Background: an optimization exercise with open tools, aiming at small area. Do not read the settings as production practice.
Function was not checked in any run shown here: the RTL went through the layout flow alone.

==> flow/design.v <==
`timescale  1ns/10ps
module neuron2
(
    input   input1,
    input   input2,
    input   [7:0]  weight1,
    input   [7:0]  weight2,
    input   [7:0]  bias,
    output  [9:0] neuron_out
);
    wire p_1_0 = input1 & weight1[0];
    wire p_2_0 = input2 & weight2[0];
    wire bb0 = bias[0];
    wire p_1_1 = input1 & weight1[1];
    wire p_2_1 = input2 & weight2[1];
    wire bb1 = bias[1];
    wire p_1_2 = input1 & weight1[2];
    wire p_2_2 = input2 & weight2[2];
    wire bb2 = bias[2];
    wire p_1_3 = input1 & weight1[3];
    wire p_2_3 = input2 & weight2[3];
    wire bb3 = bias[3];
    wire p_1_4 = input1 & weight1[4];
    wire p_2_4 = input2 & weight2[4];
    wire bb4 = bias[4];
    wire p_1_5 = input1 & weight1[5];
    wire p_2_5 = input2 & weight2[5];
    wire bb5 = bias[5];
    wire p_1_6 = input1 & weight1[6];
    wire p_2_6 = input2 & weight2[6];
    wire bb6 = bias[6];
    wire p_1_7 = input1 & weight1[7];
    wire p_2_7 = input2 & weight2[7];
    wire bb7 = bias[7];
    wire h_s2, h_c1;
    mlp_fa uh_s2 (.a(bb0), .b(p_1_0), .c(p_2_0), .s(h_s2), .co(h_c1));
    wire h_s4, h_c3;
    mlp_fa uh_s4 (.a(bb1), .b(p_1_1), .c(p_2_1), .s(h_s4), .co(h_c3));
    wire h_s6, h_c5;
    mlp_ha uh_s6 (.a(h_c1), .b(h_s4), .s(h_s6), .co(h_c5));
    wire h_s8, h_c7;
    mlp_fa uh_s8 (.a(bb2), .b(p_1_2), .c(p_2_2), .s(h_s8), .co(h_c7));
    wire h_s10, h_c9;
    mlp_fa uh_s10 (.a(h_c3), .b(h_s8), .c(h_c5), .s(h_s10), .co(h_c9));
    wire h_s12, h_c11;
    mlp_fa uh_s12 (.a(bb3), .b(p_1_3), .c(p_2_3), .s(h_s12), .co(h_c11));
    wire h_s14, h_c13;
    mlp_fa uh_s14 (.a(h_c7), .b(h_s12), .c(h_c9), .s(h_s14), .co(h_c13));
    wire h_s16, h_c15;
    mlp_fa uh_s16 (.a(bb4), .b(p_1_4), .c(p_2_4), .s(h_s16), .co(h_c15));
    wire h_s18, h_c17;
    mlp_fa uh_s18 (.a(h_c11), .b(h_s16), .c(h_c13), .s(h_s18), .co(h_c17));
    wire h_s20, h_c19;
    mlp_fa uh_s20 (.a(bb5), .b(p_1_5), .c(p_2_5), .s(h_s20), .co(h_c19));
    wire h_s22, h_c21;
    mlp_fa uh_s22 (.a(h_c15), .b(h_s20), .c(h_c17), .s(h_s22), .co(h_c21));
    wire h_s24, h_c23;
    mlp_fa uh_s24 (.a(bb6), .b(p_1_6), .c(p_2_6), .s(h_s24), .co(h_c23));
    wire h_s26, h_c25;
    mlp_fa uh_s26 (.a(h_c19), .b(h_s24), .c(h_c21), .s(h_s26), .co(h_c25));
    wire h_s28, h_c27;
    mlp_fa uh_s28 (.a(bb7), .b(p_1_7), .c(p_2_7), .s(h_s28), .co(h_c27));
    wire h_s30, h_c29;
    mlp_fa uh_s30 (.a(h_c23), .b(h_s28), .c(h_c25), .s(h_s30), .co(h_c29));
    wire h_s32, h_c31;
    mlp_ha uh_s32 (.a(h_c27), .b(h_c29), .s(h_s32), .co(h_c31));
    assign neuron_out = {h_c31, h_s32, h_s30, h_s26, h_s22, h_s18, h_s14, h_s10, h_s6, h_s2};
endmodule
`timescale  1ns/10ps
module neuron3
(
    input   [9:0] in1,
    input   [9:0] in2,
    input   [9:0] in3,
    input   [7:0]  w1,
    input   [7:0]  w2,
    input   [7:0]  w3,
    input   [7:0]  bias,
    output  msb_out
);
    wire p1_0_0 = ~(in1[0] & w1[0]);
    wire p1_1_0 = ~(in1[1] & w1[0]);
    wire p1_2_0 = ~(in1[2] & w1[0]);
    wire p1_3_0 = ~(in1[3] & w1[0]);
    wire p1_4_0 = ~(in1[4] & w1[0]);
    wire p1_5_0 = ~(in1[5] & w1[0]);
    wire p1_6_0 = ~(in1[6] & w1[0]);
    wire p1_7_0 = ~(in1[7] & w1[0]);
    wire p1_8_0 = ~(in1[8] & w1[0]);
    wire p1_9_0 = ~(in1[9] & w1[0]);
    wire p1_0_1 = ~(in1[0] & w1[1]);
    wire p1_1_1 = ~(in1[1] & w1[1]);
    wire p1_2_1 = ~(in1[2] & w1[1]);
    wire p1_3_1 = ~(in1[3] & w1[1]);
    wire p1_4_1 = ~(in1[4] & w1[1]);
    wire p1_5_1 = ~(in1[5] & w1[1]);
    wire p1_6_1 = ~(in1[6] & w1[1]);
    wire p1_7_1 = ~(in1[7] & w1[1]);
    wire p1_8_1 = ~(in1[8] & w1[1]);
    wire p1_9_1 = ~(in1[9] & w1[1]);
    wire p1_0_2 = ~(in1[0] & w1[2]);
    wire p1_1_2 = ~(in1[1] & w1[2]);
    wire p1_2_2 = ~(in1[2] & w1[2]);
    wire p1_3_2 = ~(in1[3] & w1[2]);
    wire p1_4_2 = ~(in1[4] & w1[2]);
    wire p1_5_2 = ~(in1[5] & w1[2]);
    wire p1_6_2 = ~(in1[6] & w1[2]);
    wire p1_7_2 = ~(in1[7] & w1[2]);
    wire p1_8_2 = ~(in1[8] & w1[2]);
    wire p1_0_3 = ~(in1[0] & w1[3]);
    wire p1_1_3 = ~(in1[1] & w1[3]);
    wire p1_2_3 = ~(in1[2] & w1[3]);
    wire p1_3_3 = ~(in1[3] & w1[3]);
    wire p1_4_3 = ~(in1[4] & w1[3]);
    wire p1_5_3 = ~(in1[5] & w1[3]);
    wire p1_6_3 = ~(in1[6] & w1[3]);
    wire p1_7_3 = ~(in1[7] & w1[3]);
    wire p1_0_4 = ~(in1[0] & w1[4]);
    wire p1_1_4 = ~(in1[1] & w1[4]);
    wire p1_2_4 = ~(in1[2] & w1[4]);
    wire p1_3_4 = ~(in1[3] & w1[4]);
    wire p1_4_4 = ~(in1[4] & w1[4]);
    wire p1_5_4 = ~(in1[5] & w1[4]);
    wire p1_6_4 = ~(in1[6] & w1[4]);
    wire p1_0_5 = ~(in1[0] & w1[5]);
    wire p1_1_5 = ~(in1[1] & w1[5]);
    wire p1_2_5 = ~(in1[2] & w1[5]);
    wire p1_3_5 = ~(in1[3] & w1[5]);
    wire p1_4_5 = ~(in1[4] & w1[5]);
    wire p1_5_5 = ~(in1[5] & w1[5]);
    wire p1_0_6 = ~(in1[0] & w1[6]);
    wire p1_1_6 = ~(in1[1] & w1[6]);
    wire p1_2_6 = ~(in1[2] & w1[6]);
    wire p1_3_6 = ~(in1[3] & w1[6]);
    wire p1_4_6 = ~(in1[4] & w1[6]);
    wire p1_0_7 = ~(in1[0] & w1[7]);
    wire p1_1_7 = ~(in1[1] & w1[7]);
    wire p1_2_7 = ~(in1[2] & w1[7]);
    wire p1_3_7 = ~(in1[3] & w1[7]);
    wire p2_0_0 = ~(in2[0] & w2[0]);
    wire p2_1_0 = ~(in2[1] & w2[0]);
    wire p2_2_0 = ~(in2[2] & w2[0]);
    wire p2_3_0 = ~(in2[3] & w2[0]);
    wire p2_4_0 = ~(in2[4] & w2[0]);
    wire p2_5_0 = ~(in2[5] & w2[0]);
    wire p2_6_0 = ~(in2[6] & w2[0]);
    wire p2_7_0 = ~(in2[7] & w2[0]);
    wire p2_8_0 = ~(in2[8] & w2[0]);
    wire p2_9_0 = ~(in2[9] & w2[0]);
    wire p2_0_1 = ~(in2[0] & w2[1]);
    wire p2_1_1 = ~(in2[1] & w2[1]);
    wire p2_2_1 = ~(in2[2] & w2[1]);
    wire p2_3_1 = ~(in2[3] & w2[1]);
    wire p2_4_1 = ~(in2[4] & w2[1]);
    wire p2_5_1 = ~(in2[5] & w2[1]);
    wire p2_6_1 = ~(in2[6] & w2[1]);
    wire p2_7_1 = ~(in2[7] & w2[1]);
    wire p2_8_1 = ~(in2[8] & w2[1]);
    wire p2_9_1 = ~(in2[9] & w2[1]);
    wire p2_0_2 = ~(in2[0] & w2[2]);
    wire p2_1_2 = ~(in2[1] & w2[2]);
    wire p2_2_2 = ~(in2[2] & w2[2]);
    wire p2_3_2 = ~(in2[3] & w2[2]);
    wire p2_4_2 = ~(in2[4] & w2[2]);
    wire p2_5_2 = ~(in2[5] & w2[2]);
    wire p2_6_2 = ~(in2[6] & w2[2]);
    wire p2_7_2 = ~(in2[7] & w2[2]);
    wire p2_8_2 = ~(in2[8] & w2[2]);
    wire p2_0_3 = ~(in2[0] & w2[3]);
    wire p2_1_3 = ~(in2[1] & w2[3]);
    wire p2_2_3 = ~(in2[2] & w2[3]);
    wire p2_3_3 = ~(in2[3] & w2[3]);
    wire p2_4_3 = ~(in2[4] & w2[3]);
    wire p2_5_3 = ~(in2[5] & w2[3]);
    wire p2_6_3 = ~(in2[6] & w2[3]);
    wire p2_7_3 = ~(in2[7] & w2[3]);
    wire p2_0_4 = ~(in2[0] & w2[4]);
    wire p2_1_4 = ~(in2[1] & w2[4]);
    wire p2_2_4 = ~(in2[2] & w2[4]);
    wire p2_3_4 = ~(in2[3] & w2[4]);
    wire p2_4_4 = ~(in2[4] & w2[4]);
    wire p2_5_4 = ~(in2[5] & w2[4]);
    wire p2_6_4 = ~(in2[6] & w2[4]);
    wire p2_0_5 = ~(in2[0] & w2[5]);
    wire p2_1_5 = ~(in2[1] & w2[5]);
    wire p2_2_5 = ~(in2[2] & w2[5]);
    wire p2_3_5 = ~(in2[3] & w2[5]);
    wire p2_4_5 = ~(in2[4] & w2[5]);
    wire p2_5_5 = ~(in2[5] & w2[5]);
    wire p2_0_6 = ~(in2[0] & w2[6]);
    wire p2_1_6 = ~(in2[1] & w2[6]);
    wire p2_2_6 = ~(in2[2] & w2[6]);
    wire p2_3_6 = ~(in2[3] & w2[6]);
    wire p2_4_6 = ~(in2[4] & w2[6]);
    wire p2_0_7 = ~(in2[0] & w2[7]);
    wire p2_1_7 = ~(in2[1] & w2[7]);
    wire p2_2_7 = ~(in2[2] & w2[7]);
    wire p2_3_7 = ~(in2[3] & w2[7]);
    wire p3_0_0 = ~(in3[0] & w3[0]);
    wire p3_1_0 = ~(in3[1] & w3[0]);
    wire p3_2_0 = ~(in3[2] & w3[0]);
    wire p3_3_0 = ~(in3[3] & w3[0]);
    wire p3_4_0 = ~(in3[4] & w3[0]);
    wire p3_5_0 = ~(in3[5] & w3[0]);
    wire p3_6_0 = ~(in3[6] & w3[0]);
    wire p3_7_0 = ~(in3[7] & w3[0]);
    wire p3_8_0 = ~(in3[8] & w3[0]);
    wire p3_9_0 = ~(in3[9] & w3[0]);
    wire p3_0_1 = ~(in3[0] & w3[1]);
    wire p3_1_1 = ~(in3[1] & w3[1]);
    wire p3_2_1 = ~(in3[2] & w3[1]);
    wire p3_3_1 = ~(in3[3] & w3[1]);
    wire p3_4_1 = ~(in3[4] & w3[1]);
    wire p3_5_1 = ~(in3[5] & w3[1]);
    wire p3_6_1 = ~(in3[6] & w3[1]);
    wire p3_7_1 = ~(in3[7] & w3[1]);
    wire p3_8_1 = ~(in3[8] & w3[1]);
    wire p3_9_1 = ~(in3[9] & w3[1]);
    wire p3_0_2 = ~(in3[0] & w3[2]);
    wire p3_1_2 = ~(in3[1] & w3[2]);
    wire p3_2_2 = ~(in3[2] & w3[2]);
    wire p3_3_2 = ~(in3[3] & w3[2]);
    wire p3_4_2 = ~(in3[4] & w3[2]);
    wire p3_5_2 = ~(in3[5] & w3[2]);
    wire p3_6_2 = ~(in3[6] & w3[2]);
    wire p3_7_2 = ~(in3[7] & w3[2]);
    wire p3_8_2 = ~(in3[8] & w3[2]);
    wire p3_0_3 = ~(in3[0] & w3[3]);
    wire p3_1_3 = ~(in3[1] & w3[3]);
    wire p3_2_3 = ~(in3[2] & w3[3]);
    wire p3_3_3 = ~(in3[3] & w3[3]);
    wire p3_4_3 = ~(in3[4] & w3[3]);
    wire p3_5_3 = ~(in3[5] & w3[3]);
    wire p3_6_3 = ~(in3[6] & w3[3]);
    wire p3_7_3 = ~(in3[7] & w3[3]);
    wire p3_0_4 = ~(in3[0] & w3[4]);
    wire p3_1_4 = ~(in3[1] & w3[4]);
    wire p3_2_4 = ~(in3[2] & w3[4]);
    wire p3_3_4 = ~(in3[3] & w3[4]);
    wire p3_4_4 = ~(in3[4] & w3[4]);
    wire p3_5_4 = ~(in3[5] & w3[4]);
    wire p3_6_4 = ~(in3[6] & w3[4]);
    wire p3_0_5 = ~(in3[0] & w3[5]);
    wire p3_1_5 = ~(in3[1] & w3[5]);
    wire p3_2_5 = ~(in3[2] & w3[5]);
    wire p3_3_5 = ~(in3[3] & w3[5]);
    wire p3_4_5 = ~(in3[4] & w3[5]);
    wire p3_5_5 = ~(in3[5] & w3[5]);
    wire p3_0_6 = ~(in3[0] & w3[6]);
    wire p3_1_6 = ~(in3[1] & w3[6]);
    wire p3_2_6 = ~(in3[2] & w3[6]);
    wire p3_3_6 = ~(in3[3] & w3[6]);
    wire p3_4_6 = ~(in3[4] & w3[6]);
    wire p3_0_7 = ~(in3[0] & w3[7]);
    wire p3_1_7 = ~(in3[1] & w3[7]);
    wire p3_2_7 = ~(in3[2] & w3[7]);
    wire p3_3_7 = ~(in3[3] & w3[7]);
    wire bb0 = ~bias[0];
    wire bb1 = ~bias[1];
    wire bb2 = ~bias[2];
    wire bb3 = ~bias[3];
    wire bb4 = ~bias[4];
    wire bb5 = ~bias[5];
    wire bb6 = ~bias[6];
    wire bb7 = ~bias[7];
    wire m_c1 = bb0 | p1_0_0;
    wire m_s2 = ~(bb0 ^ p1_0_0);
    wire m_s4, m_c3;
    mlp_fa um_s4 (.a(p2_0_0), .b(p3_0_0), .c(m_s2), .s(m_s4), .co(m_c3));
    wire m_s6, m_c5;
    mlp_fa um_s6 (.a(bb1), .b(p1_0_1), .c(p1_1_0), .s(m_s6), .co(m_c5));
    wire m_s8, m_c7;
    mlp_fa um_s8 (.a(p2_0_1), .b(p2_1_0), .c(p3_0_1), .s(m_s8), .co(m_c7));
    wire m_s10, m_c9;
    mlp_fa um_s10 (.a(p3_1_0), .b(m_c1), .c(m_s6), .s(m_s10), .co(m_c9));
    wire m_s12, m_c11;
    mlp_fa um_s12 (.a(m_s8), .b(m_c3), .c(m_s10), .s(m_s12), .co(m_c11));
    wire m_c13 = bb2 | p1_0_2;
    wire m_s14 = ~(bb2 ^ p1_0_2);
    wire m_s16, m_c15;
    mlp_fa um_s16 (.a(p1_1_1), .b(p1_2_0), .c(p2_0_2), .s(m_s16), .co(m_c15));
    wire m_s18, m_c17;
    mlp_fa um_s18 (.a(p2_1_1), .b(p2_2_0), .c(p3_0_2), .s(m_s18), .co(m_c17));
    wire m_s20, m_c19;
    mlp_fa um_s20 (.a(p3_1_1), .b(p3_2_0), .c(m_s14), .s(m_s20), .co(m_c19));
    wire m_s22, m_c21;
    mlp_fa um_s22 (.a(m_c5), .b(m_c7), .c(m_s16), .s(m_s22), .co(m_c21));
    wire m_s24, m_c23;
    mlp_fa um_s24 (.a(m_s18), .b(m_s20), .c(m_c9), .s(m_s24), .co(m_c23));
    wire m_s26, m_c25;
    mlp_fa um_s26 (.a(m_s22), .b(m_c11), .c(m_s24), .s(m_s26), .co(m_c25));
    wire m_c27 = bb3 | p1_0_3;
    wire m_s28 = ~(bb3 ^ p1_0_3);
    wire m_s30, m_c29;
    mlp_fa um_s30 (.a(p1_1_2), .b(p1_2_1), .c(p1_3_0), .s(m_s30), .co(m_c29));
    wire m_s32, m_c31;
    mlp_fa um_s32 (.a(p2_0_3), .b(p2_1_2), .c(p2_2_1), .s(m_s32), .co(m_c31));
    wire m_s34, m_c33;
    mlp_fa um_s34 (.a(p2_3_0), .b(p3_0_3), .c(p3_1_2), .s(m_s34), .co(m_c33));
    wire m_s36, m_c35;
    mlp_fa um_s36 (.a(p3_2_1), .b(p3_3_0), .c(m_s28), .s(m_s36), .co(m_c35));
    wire m_s38, m_c37;
    mlp_fa um_s38 (.a(m_c13), .b(m_c15), .c(m_c17), .s(m_s38), .co(m_c37));
    wire m_s40, m_c39;
    mlp_fa um_s40 (.a(m_s30), .b(m_s32), .c(m_s34), .s(m_s40), .co(m_c39));
    wire m_s42, m_c41;
    mlp_fa um_s42 (.a(m_c19), .b(m_s36), .c(m_c21), .s(m_s42), .co(m_c41));
    wire m_s44, m_c43;
    mlp_fa um_s44 (.a(m_s38), .b(m_s40), .c(m_c23), .s(m_s44), .co(m_c43));
    wire m_s46, m_c45;
    mlp_fa um_s46 (.a(m_s42), .b(m_c25), .c(m_s44), .s(m_s46), .co(m_c45));
    wire m_c47 = bb4 | p1_0_4;
    wire m_s48 = ~(bb4 ^ p1_0_4);
    wire m_s50, m_c49;
    mlp_fa um_s50 (.a(p1_1_3), .b(p1_2_2), .c(p1_3_1), .s(m_s50), .co(m_c49));
    wire m_s52, m_c51;
    mlp_fa um_s52 (.a(p1_4_0), .b(p2_0_4), .c(p2_1_3), .s(m_s52), .co(m_c51));
    wire m_s54, m_c53;
    mlp_fa um_s54 (.a(p2_2_2), .b(p2_3_1), .c(p2_4_0), .s(m_s54), .co(m_c53));
    wire m_s56, m_c55;
    mlp_fa um_s56 (.a(p3_0_4), .b(p3_1_3), .c(p3_2_2), .s(m_s56), .co(m_c55));
    wire m_s58, m_c57;
    mlp_fa um_s58 (.a(p3_3_1), .b(p3_4_0), .c(m_s48), .s(m_s58), .co(m_c57));
    wire m_s60, m_c59;
    mlp_fa um_s60 (.a(m_c27), .b(m_c29), .c(m_c31), .s(m_s60), .co(m_c59));
    wire m_s62, m_c61;
    mlp_fa um_s62 (.a(m_c33), .b(m_s50), .c(m_s52), .s(m_s62), .co(m_c61));
    wire m_s64, m_c63;
    mlp_fa um_s64 (.a(m_s54), .b(m_s56), .c(m_c35), .s(m_s64), .co(m_c63));
    wire m_s66, m_c65;
    mlp_fa um_s66 (.a(m_s58), .b(m_c37), .c(m_c39), .s(m_s66), .co(m_c65));
    wire m_s68, m_c67;
    mlp_fa um_s68 (.a(m_s60), .b(m_s62), .c(m_s64), .s(m_s68), .co(m_c67));
    wire m_s70, m_c69;
    mlp_fa um_s70 (.a(m_c41), .b(m_s66), .c(m_s68), .s(m_s70), .co(m_c69));
    wire m_s72, m_c71;
    mlp_fa um_s72 (.a(m_c43), .b(m_s70), .c(m_c45), .s(m_s72), .co(m_c71));
    wire m_c73 = bb5 | p1_0_5;
    wire m_s74 = ~(bb5 ^ p1_0_5);
    wire m_s76, m_c75;
    mlp_fa um_s76 (.a(p1_1_4), .b(p1_2_3), .c(p1_3_2), .s(m_s76), .co(m_c75));
    wire m_s78, m_c77;
    mlp_fa um_s78 (.a(p1_4_1), .b(p1_5_0), .c(p2_0_5), .s(m_s78), .co(m_c77));
    wire m_s80, m_c79;
    mlp_fa um_s80 (.a(p2_1_4), .b(p2_2_3), .c(p2_3_2), .s(m_s80), .co(m_c79));
    wire m_s82, m_c81;
    mlp_fa um_s82 (.a(p2_4_1), .b(p2_5_0), .c(p3_0_5), .s(m_s82), .co(m_c81));
    wire m_s84, m_c83;
    mlp_fa um_s84 (.a(p3_1_4), .b(p3_2_3), .c(p3_3_2), .s(m_s84), .co(m_c83));
    wire m_s86, m_c85;
    mlp_fa um_s86 (.a(p3_4_1), .b(p3_5_0), .c(m_s74), .s(m_s86), .co(m_c85));
    wire m_s88, m_c87;
    mlp_fa um_s88 (.a(m_c47), .b(m_c49), .c(m_c51), .s(m_s88), .co(m_c87));
    wire m_s90, m_c89;
    mlp_fa um_s90 (.a(m_c53), .b(m_c55), .c(m_s76), .s(m_s90), .co(m_c89));
    wire m_s92, m_c91;
    mlp_fa um_s92 (.a(m_s78), .b(m_s80), .c(m_s82), .s(m_s92), .co(m_c91));
    wire m_s94, m_c93;
    mlp_fa um_s94 (.a(m_s84), .b(m_c57), .c(m_s86), .s(m_s94), .co(m_c93));
    wire m_s96, m_c95;
    mlp_fa um_s96 (.a(m_c59), .b(m_c61), .c(m_s88), .s(m_s96), .co(m_c95));
    wire m_s98, m_c97;
    mlp_fa um_s98 (.a(m_s90), .b(m_s92), .c(m_c63), .s(m_s98), .co(m_c97));
    wire m_s100, m_c99;
    mlp_fa um_s100 (.a(m_s94), .b(m_c65), .c(m_s96), .s(m_s100), .co(m_c99));
    wire m_s102, m_c101;
    mlp_fa um_s102 (.a(m_c67), .b(m_s98), .c(m_s100), .s(m_s102), .co(m_c101));
    wire m_s104, m_c103;
    mlp_fa um_s104 (.a(m_c69), .b(m_s102), .c(m_c71), .s(m_s104), .co(m_c103));
    wire m_c105 = bb6 | p1_0_6;
    wire m_s106 = ~(bb6 ^ p1_0_6);
    wire m_s108, m_c107;
    mlp_fa um_s108 (.a(p1_1_5), .b(p1_2_4), .c(p1_3_3), .s(m_s108), .co(m_c107));
    wire m_s110, m_c109;
    mlp_fa um_s110 (.a(p1_4_2), .b(p1_5_1), .c(p1_6_0), .s(m_s110), .co(m_c109));
    wire m_s112, m_c111;
    mlp_fa um_s112 (.a(p2_0_6), .b(p2_1_5), .c(p2_2_4), .s(m_s112), .co(m_c111));
    wire m_s114, m_c113;
    mlp_fa um_s114 (.a(p2_3_3), .b(p2_4_2), .c(p2_5_1), .s(m_s114), .co(m_c113));
    wire m_s116, m_c115;
    mlp_fa um_s116 (.a(p2_6_0), .b(p3_0_6), .c(p3_1_5), .s(m_s116), .co(m_c115));
    wire m_s118, m_c117;
    mlp_fa um_s118 (.a(p3_2_4), .b(p3_3_3), .c(p3_4_2), .s(m_s118), .co(m_c117));
    wire m_s120, m_c119;
    mlp_fa um_s120 (.a(p3_5_1), .b(p3_6_0), .c(m_s106), .s(m_s120), .co(m_c119));
    wire m_s122, m_c121;
    mlp_fa um_s122 (.a(m_c73), .b(m_c75), .c(m_c77), .s(m_s122), .co(m_c121));
    wire m_s124, m_c123;
    mlp_fa um_s124 (.a(m_c79), .b(m_c81), .c(m_c83), .s(m_s124), .co(m_c123));
    wire m_s126, m_c125;
    mlp_fa um_s126 (.a(m_s108), .b(m_s110), .c(m_s112), .s(m_s126), .co(m_c125));
    wire m_s128, m_c127;
    mlp_fa um_s128 (.a(m_s114), .b(m_s116), .c(m_s118), .s(m_s128), .co(m_c127));
    wire m_s130, m_c129;
    mlp_fa um_s130 (.a(m_c85), .b(m_s120), .c(m_c87), .s(m_s130), .co(m_c129));
    wire m_s132, m_c131;
    mlp_fa um_s132 (.a(m_c89), .b(m_c91), .c(m_s122), .s(m_s132), .co(m_c131));
    wire m_s134, m_c133;
    mlp_fa um_s134 (.a(m_s124), .b(m_s126), .c(m_s128), .s(m_s134), .co(m_c133));
    wire m_s136, m_c135;
    mlp_fa um_s136 (.a(m_c93), .b(m_c95), .c(m_s130), .s(m_s136), .co(m_c135));
    wire m_s138, m_c137;
    mlp_fa um_s138 (.a(m_s132), .b(m_s134), .c(m_c97), .s(m_s138), .co(m_c137));
    wire m_s140, m_c139;
    mlp_fa um_s140 (.a(m_c99), .b(m_s136), .c(m_s138), .s(m_s140), .co(m_c139));
    wire m_s142, m_c141;
    mlp_fa um_s142 (.a(m_c101), .b(m_s140), .c(m_c103), .s(m_s142), .co(m_c141));
    wire m_c143 = bb7 | p1_0_7;
    wire m_s144 = ~(bb7 ^ p1_0_7);
    wire m_s146, m_c145;
    mlp_fa um_s146 (.a(p1_1_6), .b(p1_2_5), .c(p1_3_4), .s(m_s146), .co(m_c145));
    wire m_s148, m_c147;
    mlp_fa um_s148 (.a(p1_4_3), .b(p1_5_2), .c(p1_6_1), .s(m_s148), .co(m_c147));
    wire m_s150, m_c149;
    mlp_fa um_s150 (.a(p1_7_0), .b(p2_0_7), .c(p2_1_6), .s(m_s150), .co(m_c149));
    wire m_s152, m_c151;
    mlp_fa um_s152 (.a(p2_2_5), .b(p2_3_4), .c(p2_4_3), .s(m_s152), .co(m_c151));
    wire m_s154, m_c153;
    mlp_fa um_s154 (.a(p2_5_2), .b(p2_6_1), .c(p2_7_0), .s(m_s154), .co(m_c153));
    wire m_s156, m_c155;
    mlp_fa um_s156 (.a(p3_0_7), .b(p3_1_6), .c(p3_2_5), .s(m_s156), .co(m_c155));
    wire m_s158, m_c157;
    mlp_fa um_s158 (.a(p3_3_4), .b(p3_4_3), .c(p3_5_2), .s(m_s158), .co(m_c157));
    wire m_s160, m_c159;
    mlp_fa um_s160 (.a(p3_6_1), .b(p3_7_0), .c(m_s144), .s(m_s160), .co(m_c159));
    wire m_s162, m_c161;
    mlp_fa um_s162 (.a(m_c105), .b(m_c107), .c(m_c109), .s(m_s162), .co(m_c161));
    wire m_s164, m_c163;
    mlp_fa um_s164 (.a(m_c111), .b(m_c113), .c(m_c115), .s(m_s164), .co(m_c163));
    wire m_s166, m_c165;
    mlp_fa um_s166 (.a(m_c117), .b(m_s146), .c(m_s148), .s(m_s166), .co(m_c165));
    wire m_s168, m_c167;
    mlp_fa um_s168 (.a(m_s150), .b(m_s152), .c(m_s154), .s(m_s168), .co(m_c167));
    wire m_s170, m_c169;
    mlp_fa um_s170 (.a(m_s156), .b(m_s158), .c(m_c119), .s(m_s170), .co(m_c169));
    wire m_s172, m_c171;
    mlp_fa um_s172 (.a(m_s160), .b(m_c121), .c(m_c123), .s(m_s172), .co(m_c171));
    wire m_s174, m_c173;
    mlp_fa um_s174 (.a(m_c125), .b(m_c127), .c(m_s162), .s(m_s174), .co(m_c173));
    wire m_s176, m_c175;
    mlp_fa um_s176 (.a(m_s164), .b(m_s166), .c(m_s168), .s(m_s176), .co(m_c175));
    wire m_s178, m_c177;
    mlp_fa um_s178 (.a(m_s170), .b(m_c129), .c(m_c131), .s(m_s178), .co(m_c177));
    wire m_s180, m_c179;
    mlp_fa um_s180 (.a(m_s172), .b(m_c133), .c(m_s174), .s(m_s180), .co(m_c179));
    wire m_s182, m_c181;
    mlp_fa um_s182 (.a(m_s176), .b(m_c135), .c(m_s178), .s(m_s182), .co(m_c181));
    wire m_s184, m_c183;
    mlp_fa um_s184 (.a(m_s180), .b(m_c137), .c(m_s182), .s(m_s184), .co(m_c183));
    wire m_s186, m_c185;
    mlp_fa um_s186 (.a(m_c139), .b(m_s184), .c(m_c141), .s(m_s186), .co(m_c185));
    wire m_c187 = p1_1_7 | p1_2_6;
    wire m_s188 = ~(p1_1_7 ^ p1_2_6);
    wire m_s190, m_c189;
    mlp_fa um_s190 (.a(p1_3_5), .b(p1_4_4), .c(p1_5_3), .s(m_s190), .co(m_c189));
    wire m_s192, m_c191;
    mlp_fa um_s192 (.a(p1_6_2), .b(p1_7_1), .c(p1_8_0), .s(m_s192), .co(m_c191));
    wire m_s194, m_c193;
    mlp_fa um_s194 (.a(p2_1_7), .b(p2_2_6), .c(p2_3_5), .s(m_s194), .co(m_c193));
    wire m_s196, m_c195;
    mlp_fa um_s196 (.a(p2_4_4), .b(p2_5_3), .c(p2_6_2), .s(m_s196), .co(m_c195));
    wire m_s198, m_c197;
    mlp_fa um_s198 (.a(p2_7_1), .b(p2_8_0), .c(p3_1_7), .s(m_s198), .co(m_c197));
    wire m_s200, m_c199;
    mlp_fa um_s200 (.a(p3_2_6), .b(p3_3_5), .c(p3_4_4), .s(m_s200), .co(m_c199));
    wire m_s202, m_c201;
    mlp_fa um_s202 (.a(p3_5_3), .b(p3_6_2), .c(p3_7_1), .s(m_s202), .co(m_c201));
    wire m_s204, m_c203;
    mlp_fa um_s204 (.a(p3_8_0), .b(m_s188), .c(m_c143), .s(m_s204), .co(m_c203));
    wire m_s206, m_c205;
    mlp_fa um_s206 (.a(m_c145), .b(m_c147), .c(m_c149), .s(m_s206), .co(m_c205));
    wire m_s208, m_c207;
    mlp_fa um_s208 (.a(m_c151), .b(m_c153), .c(m_c155), .s(m_s208), .co(m_c207));
    wire m_s210, m_c209;
    mlp_fa um_s210 (.a(m_c157), .b(m_s190), .c(m_s192), .s(m_s210), .co(m_c209));
    wire m_s212, m_c211;
    mlp_fa um_s212 (.a(m_s194), .b(m_s196), .c(m_s198), .s(m_s212), .co(m_c211));
    wire m_s214, m_c213;
    mlp_fa um_s214 (.a(m_s200), .b(m_s202), .c(m_c159), .s(m_s214), .co(m_c213));
    wire m_s216, m_c215;
    mlp_fa um_s216 (.a(m_s204), .b(m_c161), .c(m_c163), .s(m_s216), .co(m_c215));
    wire m_s218, m_c217;
    mlp_fa um_s218 (.a(m_c165), .b(m_c167), .c(m_s206), .s(m_s218), .co(m_c217));
    wire m_s220, m_c219;
    mlp_fa um_s220 (.a(m_s208), .b(m_s210), .c(m_s212), .s(m_s220), .co(m_c219));
    wire m_s222, m_c221;
    mlp_fa um_s222 (.a(m_c169), .b(m_s214), .c(m_c171), .s(m_s222), .co(m_c221));
    wire m_s224, m_c223;
    mlp_fa um_s224 (.a(m_c173), .b(m_s216), .c(m_c175), .s(m_s224), .co(m_c223));
    wire m_s226, m_c225;
    mlp_fa um_s226 (.a(m_s218), .b(m_s220), .c(m_c177), .s(m_s226), .co(m_c225));
    wire m_s228, m_c227;
    mlp_fa um_s228 (.a(m_s222), .b(m_c179), .c(m_s224), .s(m_s228), .co(m_c227));
    wire m_s230, m_c229;
    mlp_fa um_s230 (.a(m_s226), .b(m_c181), .c(m_s228), .s(m_s230), .co(m_c229));
    wire m_s232, m_c231;
    mlp_fa um_s232 (.a(m_c183), .b(m_s230), .c(m_c185), .s(m_s232), .co(m_c231));
    wire m_s234, m_c233;
    mlp_fa um_s234 (.a(p1_2_7), .b(p1_3_6), .c(p1_4_5), .s(m_s234), .co(m_c233));
    wire m_s236, m_c235;
    mlp_fa um_s236 (.a(p1_5_4), .b(p1_6_3), .c(p1_7_2), .s(m_s236), .co(m_c235));
    wire m_s238, m_c237;
    mlp_fa um_s238 (.a(p1_8_1), .b(p1_9_0), .c(p2_2_7), .s(m_s238), .co(m_c237));
    wire m_s240, m_c239;
    mlp_fa um_s240 (.a(p2_3_6), .b(p2_4_5), .c(p2_5_4), .s(m_s240), .co(m_c239));
    wire m_s242, m_c241;
    mlp_fa um_s242 (.a(p2_6_3), .b(p2_7_2), .c(p2_8_1), .s(m_s242), .co(m_c241));
    wire m_s244, m_c243;
    mlp_fa um_s244 (.a(p2_9_0), .b(p3_2_7), .c(p3_3_6), .s(m_s244), .co(m_c243));
    wire m_s246, m_c245;
    mlp_fa um_s246 (.a(p3_4_5), .b(p3_5_4), .c(p3_6_3), .s(m_s246), .co(m_c245));
    wire m_s248, m_c247;
    mlp_fa um_s248 (.a(p3_7_2), .b(p3_8_1), .c(p3_9_0), .s(m_s248), .co(m_c247));
    wire m_s250, m_c249;
    mlp_fa um_s250 (.a(m_c187), .b(m_c189), .c(m_c191), .s(m_s250), .co(m_c249));
    wire m_s252, m_c251;
    mlp_fa um_s252 (.a(m_c193), .b(m_c195), .c(m_c197), .s(m_s252), .co(m_c251));
    wire m_s254, m_c253;
    mlp_fa um_s254 (.a(m_c199), .b(m_c201), .c(m_s234), .s(m_s254), .co(m_c253));
    wire m_s256, m_c255;
    mlp_fa um_s256 (.a(m_s236), .b(m_s238), .c(m_s240), .s(m_s256), .co(m_c255));
    wire m_s258, m_c257;
    mlp_fa um_s258 (.a(m_s242), .b(m_s244), .c(m_s246), .s(m_s258), .co(m_c257));
    wire m_s260, m_c259;
    mlp_fa um_s260 (.a(m_s248), .b(m_c203), .c(m_c205), .s(m_s260), .co(m_c259));
    wire m_s262, m_c261;
    mlp_fa um_s262 (.a(m_c207), .b(m_c209), .c(m_c211), .s(m_s262), .co(m_c261));
    wire m_s264, m_c263;
    mlp_fa um_s264 (.a(m_s250), .b(m_s252), .c(m_s254), .s(m_s264), .co(m_c263));
    wire m_s266, m_c265;
    mlp_fa um_s266 (.a(m_s256), .b(m_s258), .c(m_c213), .s(m_s266), .co(m_c265));
    wire m_s268, m_c267;
    mlp_fa um_s268 (.a(m_c215), .b(m_c217), .c(m_s260), .s(m_s268), .co(m_c267));
    wire m_s270, m_c269;
    mlp_fa um_s270 (.a(m_c219), .b(m_s262), .c(m_s264), .s(m_s270), .co(m_c269));
    wire m_s272, m_c271;
    mlp_fa um_s272 (.a(m_s266), .b(m_c221), .c(m_c223), .s(m_s272), .co(m_c271));
    wire m_s274, m_c273;
    mlp_fa um_s274 (.a(m_s268), .b(m_s270), .c(m_c225), .s(m_s274), .co(m_c273));
    wire m_s276, m_c275;
    mlp_fa um_s276 (.a(m_c227), .b(m_s272), .c(m_s274), .s(m_s276), .co(m_c275));
    wire m_c277 = (m_c229 & m_s276) | (m_c229 & m_c231) | (m_s276 & m_c231);
    wire m_x278 = p1_3_7 ^ p1_4_6;
    wire m_x279 = p1_5_5 ^ p1_6_4;
    wire m_x280 = p1_7_3 ^ p1_8_2;
    wire m_x281 = p1_9_1 ^ p2_3_7;
    wire m_x282 = p2_4_6 ^ p2_5_5;
    wire m_x283 = p2_6_4 ^ p2_7_3;
    wire m_x284 = p2_8_2 ^ p2_9_1;
    wire m_x285 = p3_3_7 ^ p3_4_6;
    wire m_x286 = p3_5_5 ^ p3_6_4;
    wire m_x287 = p3_7_3 ^ p3_8_2;
    wire m_x288 = p3_9_1 ^ m_x278;
    wire m_x289 = m_x279 ^ m_x280;
    wire m_x290 = m_x281 ^ m_x282;
    wire m_x291 = m_x283 ^ m_x284;
    wire m_x292 = m_x285 ^ m_x286;
    wire m_x293 = m_x287 ^ m_c233;
    wire m_x294 = m_c235 ^ m_c237;
    wire m_x295 = m_c239 ^ m_c241;
    wire m_x296 = m_c243 ^ m_c245;
    wire m_x297 = m_c247 ^ m_x288;
    wire m_x298 = m_x289 ^ m_x290;
    wire m_x299 = m_x291 ^ m_x292;
    wire m_x300 = m_x293 ^ m_x294;
    wire m_x301 = m_x295 ^ m_x296;
    wire m_x302 = m_x297 ^ m_x298;
    wire m_x303 = m_x299 ^ m_c249;
    wire m_x304 = m_c251 ^ m_x300;
    wire m_x305 = m_x301 ^ m_c253;
    wire m_x306 = m_c255 ^ m_c257;
    wire m_x307 = m_x302 ^ m_x303;
    wire m_x308 = m_x304 ^ m_x305;
    wire m_x309 = m_x306 ^ m_c259;
    wire m_x310 = m_x307 ^ m_c261;
    wire m_x311 = m_x308 ^ m_c263;
    wire m_x312 = m_c265 ^ m_x309;
    wire m_x313 = m_x310 ^ m_x311;
    wire m_x314 = m_x312 ^ m_c267;
    wire m_x315 = m_x313 ^ m_c269;
    wire m_x316 = m_x314 ^ m_x315;
    wire m_x317 = m_c271 ^ m_x316;
    wire m_x318 = m_x317 ^ m_c273;
    wire m_x319 = m_x318 ^ m_c275;
    wire m_x320 = m_x319 ^ m_c277;
    wire m_n321 = ~m_x320;
    assign msb_out = ~m_n321;
endmodule
module mlp_fa (input a, input b, input c, output s, output co);
    assign s  = a ^ b ^ c;
    assign co = (a & b) | (a & c) | (b & c);
endmodule
module mlp_ha (input a, input b, output s, output co);
    assign s  = a ^ b;
    assign co = a & b;
endmodule
`timescale 1ns/10ps
module  MLP (
    input clk,               
    input reset,             
    input in1,               
    input in2,               
    input signed [7:0] hidden_weight1,
    input signed [7:0] hidden_weight2,
    input signed [7:0] hidden_bias1,
    input signed [7:0] hidden_weight3,
    input signed [7:0] hidden_weight4,
    input signed [7:0] hidden_bias2  ,
    input signed [7:0] hidden_weight5,
    input signed [7:0] hidden_weight6,
    input signed [7:0] hidden_bias3  ,
    input signed [7:0] output_weight1,
    input signed [7:0] output_weight2,
    input signed [7:0] output_weight3,
    input signed [7:0] output_bias   ,
    output reg final_out     
);
    wire [9:0] h1, h2, h3;
    neuron2 hidden_neuron1(
        .input1(in1), .input2(in2),
        .weight1(hidden_weight1), .weight2(hidden_weight2), .bias(hidden_bias1),
        .neuron_out(h1)
    );
    neuron2 hidden_neuron2(
        .input1(in1), .input2(in2),
        .weight1(hidden_weight3), .weight2(hidden_weight4), .bias(hidden_bias2),
        .neuron_out(h2)
    );
    neuron2 hidden_neuron3(
        .input1(in1), .input2(in2),
        .weight1(hidden_weight5), .weight2(hidden_weight6), .bias(hidden_bias3),
        .neuron_out(h3)
    );
    reg [9:0] hid1_q1, hid1_q2, hid1_q3;    
    reg [9:0] hid2_q1, hid2_q2, hid2_q3;    
    always @(posedge clk) begin
        hid1_q1 <= h1;
        hid1_q2 <= h2;
        hid1_q3 <= h3;
        hid2_q1 <= hid1_q1;
        hid2_q2 <= hid1_q2;
        hid2_q3 <= hid1_q3;
    end
    wire msb;
    neuron3 output_neuron(
        .in1(hid2_q1), .in2(hid2_q2), .in3(hid2_q3),
        .w1(output_weight1), .w2(output_weight2), .w3(output_weight3),
        .bias(output_bias),
        .msb_out(msb)
    );
    reg msb1_q, msb2_q;
    always @(posedge clk) begin
        msb1_q <= msb;
        msb2_q <= msb1_q;
        if (reset)
            final_out <= 1'b0;
        else
            final_out <= msb2_q;
    end
endmodule
==> flow/run.sh <==
#!/bin/bash
# synth_recipe.tcl (not shown) runs the flow's synth.tcl, then flattens the netlist and writes it again
# the make line also repeats each setting of config.mk as NAME=value (left out here)
make -C /OpenROAD-flow-scripts/flow DESIGN_CONFIG=/design/flow/config.mk WORK_HOME=/design/flow/orfs CLKGATE_MAP_FILE= SYNTH_SCRIPT=/design/flow/synth_recipe.tcl finish
==> flow/config.mk <==
export PLATFORM = sky130hd
export DESIGN_NAME = MLP
export DESIGN_NICKNAME = MLP
export VERILOG_FILES = /design/flow/design.v
export SDC_FILE = /design/flow/constraint.sdc
export NUM_CORES = 4
export LEC_CHECK = 0
export CAP_MARGIN = 20
export CORE_MARGIN = 2
export CORE_UTILIZATION = 40
export SLEW_MARGIN = 20
export SYNTH_HIERARCHICAL = 1
export SYNTH_MINIMUM_KEEP_SIZE = 0
==> flow/constraint.sdc <==
create_clock -name core_clock -period 7.0 [get_ports {clk}]
set_input_delay 1.4000 -clock core_clock [delete_from_list [all_inputs] [get_ports {clk}]]
set_output_delay 1.4000 -clock core_clock [all_outputs]
set_load 0.01 [all_outputs]
==> notes.md, run 1 <==
clock slew at reported path FFs=0.05 ns; main flop type after synthesis=dfxtp_1; critical path data required time=7.21 ns; H-tree Lvls=3; first-pass GRT wire length=24900 um; io pins=109; # fillers=1479; aggregate global-route resource usage=18.5%; Hold Crit Class=reg -> reg; unrepaired setup endpoints after global routing=no; buffer and inverter count on the worst path=2; vias=4173; Synth top area share=51.3%; final hold viol count=0; CP max stage cell=fa_1; grt ovf=0; register area=1260 sq um; Inserted Clock Buffers=9; initial DRC count=193; worst path cell trace=clkdlybuf4s50_1 > buf_6 > nand2_1 > fa_1 > fa_1 > fa_1 > fa_1 > fa_1 > fa_1 > fa_2 > fa_2 > fa_1 > maj3_2 > xnor2_1 > xnor3_1 > xnor3_1; Tcrit/Tclk final=97.9%; initial antenna violation count=0; # hold bufs at CTS=0; core area=16500 sq um; synthesis-stage register bit count=63; Hold WS=0.323 ns; Setup violations, final=0; top cells by count, synth=fa_1, nand2_1, dfxtp_1; share of cells above drive strength 1=8.26%; top-count cell post-synth=fa_1; ANT cells=0; Rows=47; die height=134 um; 1st-pass router iterations=4; Seq/Total Area, Yosys=18.8%; DRC violations left=0; critical path peak fanout=9; startpoint types=input port; Die X=134 um; Worst slew margin=51.0%; Initial Utilization=40.8%; critical path's top delay family=adder cells; die area=17800 sq um; Fin Setup TNS=0 ns; cell area after synthesis=6710 sq um; Crit Reg-Reg Startpoint=hid2_q1[1]; Clock Sinks=63; CP peak stage delay=0.53 ns; area taken by multi-input logic gates=5080 sq um; cell repeated most along the worst path=fa_1; IO buf count=108; maximum clock rate=146 MHz; Hold Crit Start=hid1_q1[3]; GPL Wtd Cong=0.872; Yosys Warn Count=7; Critical Path AT=7.06 ns; top cells by area, synth=fa_1, dfxtp_1, nand2_1; fraction of registers with async set or reset after synthesis=0%; Post-synth EDFFs=0; CTS tree=yes; cell taking the most area after synthesis=fa_1; Util after Layout=50.2%; Syn Nets=876; area delta synth->final=23.0%; NumNets Final=967; Post-Route Skew=0.00612 ns; status=timing/DRC/antenna clean; post-layout min period=6.85 ns; Syn Inst Count=582; Clock Latency Late Sink=0.33 ns; largest net degree at the start of global routing=25; syn avg cell area=11.5 sq um; CP startpoint=output_weight1[1]; drt wl/cell=16.7 um; CTS max path bufs=2; Max Cap Viol=0; Slew @ Worst Pin=0.732 ns; crit end category=flip-flop; vias in the first global route=4916; clock root buffer=clkbuf_16; post-synth cell types=19; Crit Path Category=in -> reg; Via density=4.65; Final Slew Violations=0; final wirelength=15000 um; Routed Antenna Nets=0; Post-DP HPWL=13400 um; non-filler cells, final=898; DP Cell Count=882
[final timing paths]
path	endpoint	slack, ns	depth (start not counted)
worst max-delay path	msb1_q	0.15	16
worst min-delay path	hid2_q1[3]	0.32	0
worst max register to register	msb1_q	1.21	15
worst min register to register	hid2_q1[3]	0.32	0
[area by class of cell]
class | count | area share, %
Multi-Input combinational cell | 452 | 61.6
Sequential cell | 63 | 15.3
Timing Repair Buffer | 130 | 15.1
Tap cell | 220 | 3.33
Clock buffer | 11 | 2.94
Clock inverter | 5 | 0.985
Inverter | 17 | 0.773
[modules after synthesis (local to each module, per instance)]
module / flip-flops and latches / copies in the design / cells
mlp_ha: 0 / 6 / 1
neuron3: 0 / 1 / 262
MLP: 63 / 1 / 64
mlp_fa: 0 / 172 / 1
neuron2: 0 / 3 / 26
[state kept, by name, indices dropped and copies added, names as in the netlist]
register	count
hid1_q1	10
msb2_q	1
final_out	1
msb1_q	1
hid1_q3	10
hid1_q2	10
hid2_q3	10
hid2_q2	10
hid2_q1	10
[cell families (layout without fill, tap and decap cells)]
group                    count (synthesis)  in the layout  share of synthesized area [%]
adder cells (fa/ha/maj)                187            187                           54.0
AND/OR/NAND/NOR                        226            226                           15.1
flip-flops                              63             63                           18.8
buffers and inverters                   67            163                           5.91
XOR/XNOR                                39             39                           6.13
[layer usage]
layer  vias up  wire length, um  part of all wire [%]  global-route usage (%)
li1       1878                -                     -                       -
met1      2126             5800                    39                    22.6
met2       137             7780                    52                    32.5
met3        32              775                   5.2                    2.97
met4         0              600                   4.0                    7.98
met5         -                0                     0                       0
[through the flow]
stage | worst slack, ns | instance area (sq um)
after floorplan | 0.0386 | 6710
after global placement | -0.330 | 7900
after detailed placement | -0.464 | 7900
after CTS | 0.0372 | 8250
after global routing | 0.00182 | 8260
final | 0.147 | 8260
[repair_timing]
action	in CTS	in global routing
hold endpoints to repair	0	0
buffers inserted	0	0
pin swaps	3	1
resized for setup	9	4
cloned	0	0
endpoints found under the setup margin	1	1
[layout by cell type (no fill, tap or decap)]
cell,instances
dfxtp_1,63
clkdlybuf4s50_1,108
fa_1,161
maj3_2,1
buf_4,21
clkinv_4,1
clkinvlp_4,1
nand2_2,3
inv_1,17
clkbuf_8,1
xnor2_1,29
xnor2_2,1
nor2b_4,1
clkbuf_16,9
bufinv_16,2
nand2_1,164
clkbuf_1,1
ha_1,14
nand2_4,1
clkinv_2,1
and2_1,57
xor2_2,1
xnor3_1,4
buf_6,1
xor2_1,4
fa_2,11
==> inputs of run 2 (changes only) <==
--- a/flow/config.mk
+++ b/flow/config.mk
@@ -6,4 +6,5 @@
 export NUM_CORES = 4
 export LEC_CHECK = 0
+export ABC_AREA = 1
 export CAP_MARGIN = 20
 export CORE_MARGIN = 2
==> notes.md, run 2 <==
startpoint types=input port (unchanged); postcts setup bufs=0 (unchanged); Initial Utilization=40.5% (was 40.8%); top cells by count, synth=nand2_1, fa_1, inv_1 (was fa_1, nand2_1, dfxtp_1); largest net degree at the start of global routing=25 (unchanged); share of cells above drive strength 1=7.93% (was 8.26%); DRC violations left=0 (unchanged); H-tree Lvls=3 (unchanged); vias=5018 (was 4173); Max Cap Viol=0 (unchanged); Critical Path AT=6.99 ns (was 7.06 ns); first-pass GRT wire length=28000 um (was 24900 um); Syn Nets=1078 (was 876); DP Cell Count=1084 (was 882); initial DRC count=157 (was 193); critical path peak fanout=4 (was 9); 1st-pass router iterations=4 (unchanged); Seq/Total Area, Yosys=17.4% (was 18.8%); Simple-Gate Fraction of Synth Area=19.9% (was 15.1%); NumNets Final=1160 (was 967); fin area=8660 sq um (was 8260 sq um); drt wl/cell=15.1 um (was 16.7 um); Clock Latency Late Sink=0.34 ns (was 0.33 ns); hold worst-path end=hid2_q1[9] (was hid2_q1[3]); Synth top area share=47.6% (was 51.3%); vias in the first global route=5684 (was 4916); met3 wire len=899 um (was 775 um); top cells by area, synth=fa_1, dfxtp_1, nand2_1 (unchanged); most common cell after layout, fill and taps aside=nand2_1 (unchanged); reg2reg path depth=22 (was 15); Rows=49 (was 47); syn avg cell area=9.22 sq um (was 11.5 sq um); clock slew at reported path FFs=0.05 ns (about the same); worst reg-to-reg setup slack=1.31 ns (was 1.21 ns); # hold bufs at CTS=0 (unchanged); Post-CTS Resized=0 (was 9); r2r endpoint=msb1_q (unchanged); core area=17800 sq um (was 16500 sq um); Setup violations, final=0 (unchanged); critical path data required time=7.24 ns (was 7.21 ns); status=timing/DRC/antenna clean (unchanged); maximum clock rate=148 MHz (was 146 MHz); largest family of logic cells by synthesized area=adder cells (unchanged); die area=19200 sq um (was 17800 sq um); unrepaired setup endpoints after global routing=no (unchanged); Tcrit/Tclk final=96.5% (was 97.9%); clock root buffer=clkbuf_16 (unchanged); Post-Synth XOR/XNOR Area=1.66% (was 6.13%); Final Slew Violations=0 (unchanged); CTS max path bufs=2 (unchanged); Via density=4.57 (was 4.65); Fin Setup TNS=0 ns (unchanged); area delta synth->final=19.7% (was 23.0%); final hold viol count=0 (unchanged); post-synth cell types=23 (was 19); adder-cell share of the synthesized area=50.0% (was 54.0%); grt ovf=0 (unchanged); Worst slew margin=38.5% (was 51.0%); Post-Route Skew=0.00367 ns (was 0.00612 ns); Hold Crit Class=reg -> reg (unchanged); IO buf count=108 (unchanged); met2 routed WL=8700 um (was 7780 um); final wirelength=16600 um (was 15000 um); most frequent cells in the layout=nand2_1, fa_1, clkdlybuf4s50_1, inv_1, dfxtp_1 (was nand2_1, fa_1, clkdlybuf4s50_1, dfxtp_1, and2_1); Clock Sinks=63 (unchanged); Inserted Clock Buffers=9 (unchanged); cell taking the most area after synthesis=fa_1 (unchanged); ANT cells=0 (unchanged); multiplexer share of the synthesized area=0% (unchanged); placed instance area=8390 sq um (was 7900 sq um); synthesis-stage register bit count=63 (unchanged); GPL Wtd Cong=0.884 (was 0.872); Syn Inst Count=784 (was 582); Top Metal Used=met4 (unchanged); compound-gate portion of the synthesized area=0.104% (was 0%); Hold Crit Start=hid1_q1[9] (was hid1_q1[3]); Post-synth EDFFs=0 (unchanged); Crit Path Category=in -> reg (unchanged); worst hold path stage count=0 (unchanged); io pins=109 (unchanged); initial antenna violation count=0 (unchanged); fraction of registers with async set or reset after synthesis=0% (unchanged); WL met1=6580 um (was 5800 um); Yosys Warn Count=7 (unchanged); Routed Antenna Nets=0 (unchanged); CTS tree=yes (unchanged); aggregate global-route resource usage=19.0% (was 18.5%); Crit Reg-Reg Startpoint=hid2_q1[0] (was hid2_q1[1]); die height=138 um (was 134 um); Die X=138 um (was 134 um); main flop type after synthesis=dfxtp_1 (unchanged); non-filler cells, final=1099 (was 898); top-count cell post-synth=nand2_1 (was fa_1); cell area after synthesis=7230 sq um (was 6710 sq um); crit end category=flip-flop (unchanged); Slew @ Worst Pin=0.920 ns (was 0.732 ns); post-layout min period=6.75 ns (was 6.85 ns); Post-DP HPWL=14600 um (was 13400 um)
[run 2: cell count changes after synthesis, moves of 8 or more]
cell     previous run  this run
nand2_1           164       305
inv_1              17       101
and2_1             57         0
xnor2_1            29         3
nand3_1             0        19
nand2_2             3        18
buf_2               5        13
[run 2: logic make-up (layout without fill, tap and decap cells)]
kind of cell,Yosys count,after routing
simple gates,354,354
compound gates,1,1
xor+xnor,12,12
flops,63,63
buf+inv,168,254
fa+ha+maj,186,186
[run 2: critical path: stages]
cell and delay (ns):
clkdlybuf4s50_1 0.62, nand2_1 0.12, fa_1 0.53, fa_1 0.59
fa_1 0.45, fa_1 0.47, fa_1 0.42, fa_1 0.39
fa_1 0.39, fa_1 0.39, fa_1 0.36, inv_1 0.07
o21bai_1 0.06, nand2_1 0.10, xor2_1 0.16, nand2_1 0.07
nand2_1 0.08, inv_1 0.05, nand2_1 0.06, nand2_1 0.06
nor2_1 0.09, nor2_1 0.05
[run 2: metal layers]
layer	track usage, %	vias up
met5	0	-
li1	-	2390
met1	23.2	2488
met3	4.50	20
met2	33.4	120
met4	6.12	0
[run 2: final cells by class]
| type | count | area (sq um) |
|---|---|---|
| fillers | 1706 | 9180 |
| inverters | 107 | 402 |
| well taps | 229 | 287 |
| clock buffers | 9 | 225 |
| flip-flops and latches | 63 | 1260 |
| repair buffers | 132 | 1260 |
| clock inverters | 6 | 38.8 |
| multi-input cells | 553 | 5180 |
[run 2: modules after synthesis, one instance, submodules excluded]
module	copies in the design	cell area, sq um	flip-flops and latches
MLP	1	1270	63
mlp_fa	172	20.0	0
mlp_ha	6	12.5	0
neuron2	3	205	0
neuron3	1	1830	0
[run 2: through the flow]
step                      utilization, %  hold slack (ns)  setup slack, ns
after floorplan                        -            0.310            0.388
final                               48.5            0.320            0.246
after global routing                48.5            0.325           0.0460
after CTS                           48.5            0.320            0.282
after global placement              47.1            0.310         -0.00485
after detailed placement            47.1            0.312          -0.0734
[run 2: how the worst max path moves through the flow]
stage / slack, ns / to / start / cells after the start
2_1_floorplan: 0.39 / msb1_q / output_weight1[0] / 23
3_3_place_gp: -0.005 / msb1_q / output_weight1[1] / 23
3_5_place_dp: -0.07 / msb1_q / output_weight2[0] / 22
4_1_cts: 0.28 / msb1_q / output_weight1[2] / 25
5_1_grt: 0.05 / msb1_q / output_weight1[2] / 25
6_report: 0.25 / msb1_q / output_weight2[2] / 22

-- afterwards: timing with drivers on the ports --
In the flow no input, the clock included, has a driving cell. The finished layouts below were timed again as built, in two steps.
Step 1: set_driving_cell puts a clkbuf_16 on clk and a buf_2 on each other input, an assumption about the parent block.
Step 2, shift: input delay + t, output delay - t, t = (earliest + latest rising clock arrival at the registers) / 2. This alone moves slack from input paths to output paths.
Three values: no drivers, after step 1, after step 2; two values: the first two.
| run | shift t [ns] | slack for setup (ns) | clock arrival spread, ns | worst slew at a driven data input, ns | cell pins on the clock port's net |
|---|---|---|---|---|---|
| run 1 | 0.359 | 0.147 / 0.159 / -0.201 | 0.006 / 0.007 | 0.05 | 1 |
| run 2 | 0.384 | 0.246 / 0.247 / -0.137 | 0.005 / 0.005 | 0.05 | 1 |
Met with ideal ports but missed after step 2: setup timing in run 1 and run 2. For run 2, which loses most, drivers alone change the setup slack by +0.001 ns; drivers and shift together by -0.383 ns.
